Context: an optimization exercise on an open-source flow, tuned for a short achievable clock period and few clock cycles. The choices shown serve that exercise and are no tape-out recipe.
In this exercise RTL edits were held to simulation tests only and were not proved equivalent to the original.

==> flow/design.v <==
package definesPkg;
endpackage
module cpu
(
   input clk,
   input reset,
   output [15:0] o_pc_addr,
   output o_pc_rd,
   input [15:0] i_pc_rddata,
   output [15:0] o_ldst_addr,
   output o_ldst_rd,
   output o_ldst_wr,
   input [15:0] i_ldst_rddata,
   output [15:0] o_ldst_wrdata,
   output [127:0] o_tb_regs
);
   logic [15:0] pc;             
   logic        d_valid;
   logic        d_btb;          
   logic        d_replay;       
   logic [15:0] d_hold;
   logic        d_hwr7;         
   logic [15:0] pc_out;         
   logic [15:0] d_fa;           
   logic [15:0] d_pc;           
   logic [3:0]  d_hip, d_him;   
   logic        e_valid;
   logic [15:0] e_A, e_B;
   logic        e_sadd, e_ssub, e_sb, e_smrg;
   logic        e_wr;           
   logic [2:0]  e_rd;
   logic        e_flags;
   logic        e_ld, e_st;
   logic        e_br;
   logic        e_calw, e_calz, e_caln;
   logic        e_pred;
   logic [15:0] e_pcf;          
   logic [15:0] e_tgt;          
   logic        e_useA;
   logic        w_wr;           
   logic        w_isld;         
   logic [2:0]  w_rd;
   logic [15:0] w_res;          
   logic        fN, fZ;
   logic [15:0] regs [0:7];
   function automatic [15:0] ks_add(input [15:0] a, input [15:0] b, input cin);
      logic [15:0] g, p, x;
      logic [15:0] gn, pn;
      g = a & b;
      p = a | b;
      x = a ^ b;
      g[0] = g[0] | (p[0] & cin);
      for (int d = 1; d < 16; d = d * 2) begin
         gn = g;
         pn = p;
         for (int i = d; i < 16; i++) begin
            gn[i] = g[i] | (p[i] & g[i-d]);
            pn[i] = p[i] & p[i-d];
         end
         g = gn;
         p = pn;
      end
      ks_add = x ^ {g[14:0], cin};
   endfunction
   wire [15:0] sum  = ks_add(e_A, e_B, 1'b0);
   wire [15:0] diff = ks_add(e_A, ~e_B, 1'b1);
   wire [15:0] e_or = e_A | e_B;
   wire        sum_zero = &(~((e_A ^ e_B) ^ {e_or[14:0], 1'b0}));
   wire e_simple = e_sb | e_smrg;
   wire [15:0] res_simple = e_smrg ? {e_B[15:8], e_A[7:0]} : e_B;
   wire [15:0] res = ({16{e_sadd}} & sum) | ({16{e_ssub}} & diff) | ({16{e_simple}} & res_simple);
   wire        res_N = e_ssub ? diff[15] : sum[15];
   wire        res_Z = e_ssub ? (e_A == e_B) : sum_zero;
   wire taken = e_calw | (e_calz & fZ) | (e_caln & fN);
   wire mispE = e_valid & e_br & (taken ^ e_pred);
   wire [15:0] fixpc = e_useA ? e_A : (e_pred ? e_pcf : e_tgt);
   wire [15:0] instr = d_replay ? d_hold : i_pc_rddata;
   wire [4:0]  op = instr[4:0];
   wire [2:0]  rx = instr[7:5];
   wire [2:0]  ry = instr[10:8];
   wire dv = d_valid & ~mispE;
   wire isMV    = op == 5'b00000;
   wire isADD   = op == 5'b00001;
   wire isSUB   = op == 5'b00010;
   wire isCMP   = op == 5'b00011;
   wire isLD    = op == 5'b00100;
   wire isST    = op == 5'b00101;
   wire isMVI   = op == 5'b10000;
   wire isADDI  = op == 5'b10001;
   wire isSUBI  = op == 5'b10010;
   wire isCMPI  = op == 5'b10011;
   wire isMVHI  = op == 5'b10110;
   wire isJR    = op == 5'b01000;
   wire isJZR   = op == 5'b01001;
   wire isJNR   = op == 5'b01010;
   wire isCALLR = op == 5'b01100;
   wire isJ     = op == 5'b11000;
   wire isJZ    = op == 5'b11001;
   wire isJN    = op == 5'b11010;
   wire isCALL  = op == 5'b11100;
   wire readA = isADD | isSUB | isCMP | isST | isADDI | isSUBI | isCMPI | isMVHI |
                isJR | isJZR | isJNR | isCALLR;
   wire readB = isMV | isADD | isSUB | isCMP | isLD | isST;
   wire regjump = isJR | isJZR | isJNR | isCALLR;
   wire dirjump = isJ | isJZ | isJN | isCALL;
   wire eA = e_valid & e_wr & (e_rd == rx);
   wire eB = e_valid & e_wr & (e_rd == ry);
   wire wA = w_wr & (w_rd == rx);
   wire wB = w_wr & (w_rd == ry);
   wire [15:0] w_val = w_isld ? i_ldst_rddata : w_res;
   wire [15:0] rfA = d_replay ? regs[d_hold[7:5]] : regs[i_pc_rddata[7:5]];
   wire [15:0] rfB = d_replay ? regs[d_hold[10:8]] : regs[i_pc_rddata[10:8]];
   wire [15:0] A_early = wA ? w_val : rfA;
   wire [15:0] B_early = wB ? w_val : rfB;
   wire [15:0] imm8s = {{8{instr[15]}}, instr[15:8]};
   wire [15:0] B_other = readB ? B_early :
                         (isMVHI ? {instr[15:8], 8'd0} :
                         ((isCALL | isCALLR) ? d_pc : imm8s));
   wire fB = readB & eB;
   wire [15:0] A_next = ({16{eA & e_sadd}} & sum) | ({16{eA & e_ssub}} & diff) |
                        ({16{eA & e_simple}} & res_simple) | ({16{~eA}} & A_early);
   wire [15:0] B_next = ({16{fB & e_sadd}} & sum) | ({16{fB & e_ssub}} & diff) |
                        ({16{fB & e_simple}} & res_simple) | ({16{~fB}} & B_other);
   wire [11:0] tlo = {1'b0, d_pc[11:1]} + {1'b0, i_pc_rddata[15:5]};
   wire [3:0]  thi = i_pc_rddata[15] ? (tlo[11] ? d_pc[15:12] : d_him) : (tlo[11] ? d_hip : d_pc[15:12]);
   wire [15:0] tgtD = {thi, tlo[10:0], d_pc[0]};
   wire [2:0] rx_r = i_pc_rddata[7:5];
   wire [2:0] ry_r = i_pc_rddata[10:8];
   wire readA_r = (op_raw == 5'b00001) | (op_raw == 5'b00010) | (op_raw == 5'b00011) | (op_raw == 5'b00101) |
                  (op_raw == 5'b10001) | (op_raw == 5'b10010) | (op_raw == 5'b10011) | (op_raw == 5'b10110) |
                  (op_raw == 5'b01000) | (op_raw == 5'b01001) | (op_raw == 5'b01010) | (op_raw == 5'b01100);
   wire readB_r = (op_raw == 5'b00000) | (op_raw == 5'b00001) | (op_raw == 5'b00010) | (op_raw == 5'b00011) |
                  (op_raw == 5'b00100) | (op_raw == 5'b00101);
   wire wr7_r = ((((op_raw == 5'b00000) | (op_raw == 5'b00001) | (op_raw == 5'b00010) | (op_raw == 5'b00100) |
                   (op_raw == 5'b10000) | (op_raw == 5'b10001) | (op_raw == 5'b10010) | (op_raw == 5'b10110)) &
                  (rx_r == 3'd7)) | (op_raw == 5'b11100) | (op_raw == 5'b01100));
   wire stall = dv & e_valid & e_ld &
                ((readA_r & (e_rd == rx_r)) | (readB_r & (e_rd == ry_r)));
   wire e7 = e_valid & (e_wr | e_ld) & (e_rd == 3'd7);
   wire e7slow = e7 & ~e_simple;
   wire w7 = w_wr & (w_rd == 3'd7);
   wire [15:0] r7_fwd = e7 ? res_simple : (w7 ? w_val : regs[7]);
      wire [4:0] op_raw = i_pc_rddata[4:0];
   wire predT_dir = ~d_replay & ((op_raw == 5'b11000) | (op_raw == 5'b11100) |
                                 (((op_raw == 5'b11001) | (op_raw == 5'b11010)) & i_pc_rddata[15]));
   wire predT_reg = ~d_replay & ((op_raw == 5'b01000) | (op_raw == 5'b01100)) & (rx_r == 3'd7) & ~e7slow;
   wire predT = d_btb | predT_dir | predT_reg;
   wire redirD = dv & ~stall & ~d_btb & (predT_dir | predT_reg);
   wire [15:0] tgt_reg = r7_fwd;
   localparam NB = 8;
   logic [NB-1:0]  btb_v;
   logic [15:0]    btb_tag [0:NB-1];
   logic [15:0]    btb_tgt [0:NB-1];
   logic [NB-1:0]  btb_r7;         
   logic [2:0]     btb_ptr;        
   logic [NB-1:0]  btb_hitv;
   logic [15:0]    btb_t;
   always_comb begin
      btb_t = '0;
      for (int i = 0; i < NB; i++) begin
         btb_hitv[i] = btb_v[i] & (btb_tag[i] == pc);
         btb_t = btb_t | ({16{btb_hitv[i]}} & btb_tgt[i]);
      end
   end
   logic        lk_seq, lk_dir, lk_r7;
   logic [15:0] lk_t;
   wire hit_dir = lk_seq & lk_dir;
   wire hit_r7 = lk_seq & lk_r7;
   wire dWr7 = dv & (d_replay ? d_hwr7 : wr7_r);
   wire r7_busy = dWr7 | e7 | w7;
   wire btb_pred = hit_dir | (hit_r7 & ~r7_busy);
   wire [15:0] btb_target = hit_r7 ? regs[7] : lk_t;
   wire alloc_r7 = predT_reg;
   wire btb_alloc = redirD & (predT_dir | alloc_r7);
   logic        al_q, al_r7;
   logic [15:0] al_tag;
   wire [15:0] pc_inc = pc + 16'd2;
   wire sel_tgtD = redirD & predT_dir;
   wire [15:0] pc_other = mispE ? fixpc : (stall ? pc : (redirD ? tgt_reg : (btb_pred ? btb_target : pc_inc)));
   wire [15:0] pc_next = sel_tgtD ? tgtD : pc_other;
   always_ff @(posedge clk or posedge reset) begin
      if (reset) begin
         pc <= '0;
         d_valid <= 1'b0;
         d_replay <= 1'b0;
         e_valid <= 1'b0;
         w_wr <= 1'b0;
         btb_v <= '0;
         al_q <= 1'b0;
         lk_seq <= 1'b0;
         btb_r7 <= '0;
         btb_ptr <= '0;
         fN <= 1'b0;
         fZ <= 1'b0;
      end else begin
         pc <= pc_next;
         d_valid <= ~(mispE | redirD);
         d_replay <= stall;
         e_valid <= dv & ~stall;
         w_wr <= e_valid & (e_wr | e_ld);
         al_q <= btb_alloc;
         if (!stall) lk_seq <= ~(mispE | redirD | btb_pred);
         if (al_q) begin
            btb_v[btb_ptr] <= 1'b1;
            btb_r7[btb_ptr] <= al_r7;
            btb_ptr <= btb_ptr + 1'b1;
         end
         if (e_valid & e_flags) begin
            fN <= res_N;
            fZ <= res_Z;
         end
      end
   end
   always_ff @(posedge clk) begin
      d_hold <= instr;
      if (!stall) begin
         lk_dir <= |(btb_hitv & ~btb_r7);
         lk_r7 <= |(btb_hitv & btb_r7);
         lk_t <= btb_t;
      end
      d_hwr7 <= wr7_r;
      pc_out <= reset ? 16'd0 : pc_next;
      if (!stall) begin
         d_fa <= pc;
         d_pc <= pc_inc;
         d_hip <= pc_inc[15:12] + 4'd1;
         d_him <= pc_inc[15:12] - 4'd1;
            d_btb <= btb_pred;
      end
      al_r7 <= alloc_r7;
      al_tag <= d_fa - 16'd2;    
      if (al_q) begin
         btb_tag[btb_ptr] <= al_tag;
         btb_tgt[btb_ptr] <= e_tgt;
      end
      e_A <= A_next;
      e_B <= B_next;
      e_sadd <= isADD | isADDI;
      e_ssub <= isSUB | isCMP | isSUBI | isCMPI;
      e_sb <= isMV | isMVI | isCALL | isCALLR;
      e_smrg <= isMVHI;
      e_wr <= isMV | isADD | isSUB | isMVI | isADDI | isSUBI | isMVHI | isCALL | isCALLR;
      e_rd <= (isCALL | isCALLR) ? 3'd7 : rx;
      e_flags <= isADD | isSUB | isCMP | isADDI | isSUBI | isCMPI;
      e_ld <= isLD;
      e_st <= isST;
      e_br <= regjump | dirjump;
      e_calw <= isJR | isCALLR | isJ | isCALL;
      e_calz <= isJZR | isJZ;
      e_caln <= isJNR | isJN;
      e_pred <= predT;
      e_pcf <= d_pc;
      e_tgt <= tgtD;
      e_useA <= regjump & ~predT_reg;
      w_rd <= e_rd;
      w_isld <= e_ld;
      w_res <= res;
      if (reset) begin
         regs[0] <= 16'hCAFE; regs[1] <= 16'hBADD; regs[2] <= 16'hCAFE; regs[3] <= 16'hBADD;
         regs[4] <= 16'hCAFE; regs[5] <= 16'hBADD; regs[6] <= 16'hCAFE; regs[7] <= 16'hBADD;
      end else begin
         if (w_wr) regs[w_rd] <= w_val;
      end
   end
   assign o_pc_addr = pc_out;
   assign o_pc_rd = 1'b1;
   assign o_ldst_addr = e_B;
   assign o_ldst_wrdata = e_A;
   assign o_ldst_rd = 1'b1;
   assign o_ldst_wr = e_valid & e_st;
   assign o_tb_regs = {regs[7], regs[6], regs[5], regs[4], regs[3], regs[2], regs[1], regs[0]};
endmodule
Settings: LEC_CHECK=0, CAP_MARGIN=20, CORE_MARGIN=2, CORE_UTILIZATION=40, PLACE_DENSITY=0.6, SETUP_SLACK_MARGIN=3.3, SLEW_MARGIN=20, TNS_END_PERCENT=100; clock period 5.6 ns.
run.sh (not shown) runs the stock make flow with config.mk's settings and CLKGATE_MAP_FILE= SYNTH_SCRIPT=/design/flow/synth_recipe.tcl, a recipe that flattens the netlist after the stock synthesis.
Testbench counts at the start, summed over its fixed seeds: cycles 58,398.
Next try:
--- a/flow/design.v
+++ b/flow/design.v
@@ -118,8 +118,6 @@
                          ((isCALL | isCALLR) ? d_pc : imm8s));
    wire fB = readB & eB;
-   wire [15:0] A_next = ({16{eA & e_sadd}} & sum) | ({16{eA & e_ssub}} & diff) |
-                        ({16{eA & e_simple}} & res_simple) | ({16{~eA}} & A_early);
-   wire [15:0] B_next = ({16{fB & e_sadd}} & sum) | ({16{fB & e_ssub}} & diff) |
-                        ({16{fB & e_simple}} & res_simple) | ({16{~fB}} & B_other);
+   wire [15:0] A_next = eA ? res_simple : A_early;
+   wire [15:0] B_next = fB ? res_simple : B_other;
    wire [11:0] tlo = {1'b0, d_pc[11:1]} + {1'b0, i_pc_rddata[15:5]};
    wire [3:0]  thi = i_pc_rddata[15] ? (tlo[11] ? d_pc[15:12] : d_him) : (tlo[11] ? d_hip : d_pc[15:12]);
@@ -135,5 +133,5 @@
                    (op_raw == 5'b10000) | (op_raw == 5'b10001) | (op_raw == 5'b10010) | (op_raw == 5'b10110)) &
                   (rx_r == 3'd7)) | (op_raw == 5'b11100) | (op_raw == 5'b01100));
-   wire stall = dv & e_valid & e_ld &
+   wire stall = dv & e_valid & (e_ld | ((e_sadd | e_ssub) & e_wr)) &
                 ((readA_r & (e_rd == rx_r)) | (readB_r & (e_rd == ry_r)));
    wire e7 = e_valid & (e_wr | e_ld) & (e_rd == 3'd7);
@@ -159,5 +157,5 @@
       btb_t = '0;
       for (int i = 0; i < NB; i++) begin
-         btb_hitv[i] = btb_v[i] & (btb_tag[i] == pc);
+         btb_hitv[i] = btb_v[i] & (btb_tag[i] == pc_inc);
          btb_t = btb_t | ({16{btb_hitv[i]}} & btb_tgt[i]);
       end
@@ -229,5 +227,5 @@
       end
       al_r7 <= alloc_r7;
-      al_tag <= d_fa - 16'd2;    
+      al_tag <= d_fa;
       if (al_q) begin
          btb_tag[btb_ptr] <= al_tag;
Non-clock buffer count rose by 39.
Wire length rose by 2.7%.
Critical path depth fell by 3.
Via count rose by about 1.6%.
Sequential share of layout area fell by 1.5 points.
Global-route usage rose by 0.33 points.
Testbench counts after the change, summed over its fixed seeds: cycles 59,323.

## re-timing with driven ports
Ports are ideal in the flow. The routed layouts listed here were re-timed in OpenROAD. Step 1: set_driving_cell puts a clkbuf_16 on clk and a buf_2 on each other input, an assumption about the parent block. Step 2 times the ports against the registers' clock, not the clock port: input delays grow and output delays shrink by t, the midpoint of the rising clock arrivals with the driver on. Three values: ideal, step 1, step 2; two values: the first two.
run | t (ns) | setup slack, ns | worst data-port slew with drivers (ns) | pins driven straight from the clock port
the first run | 0.683 | 2.794 / 2.774 / 2.091 | 0.11 | 1
the second run | 0.683 | 2.458 / 2.458 / 2.141 | 0.16 | 1
After both steps setup and hold are still met in every run listed. The setup slack of the first run, which loses most, moves by -0.020 ns with the drivers and by -0.703 ns with both steps.
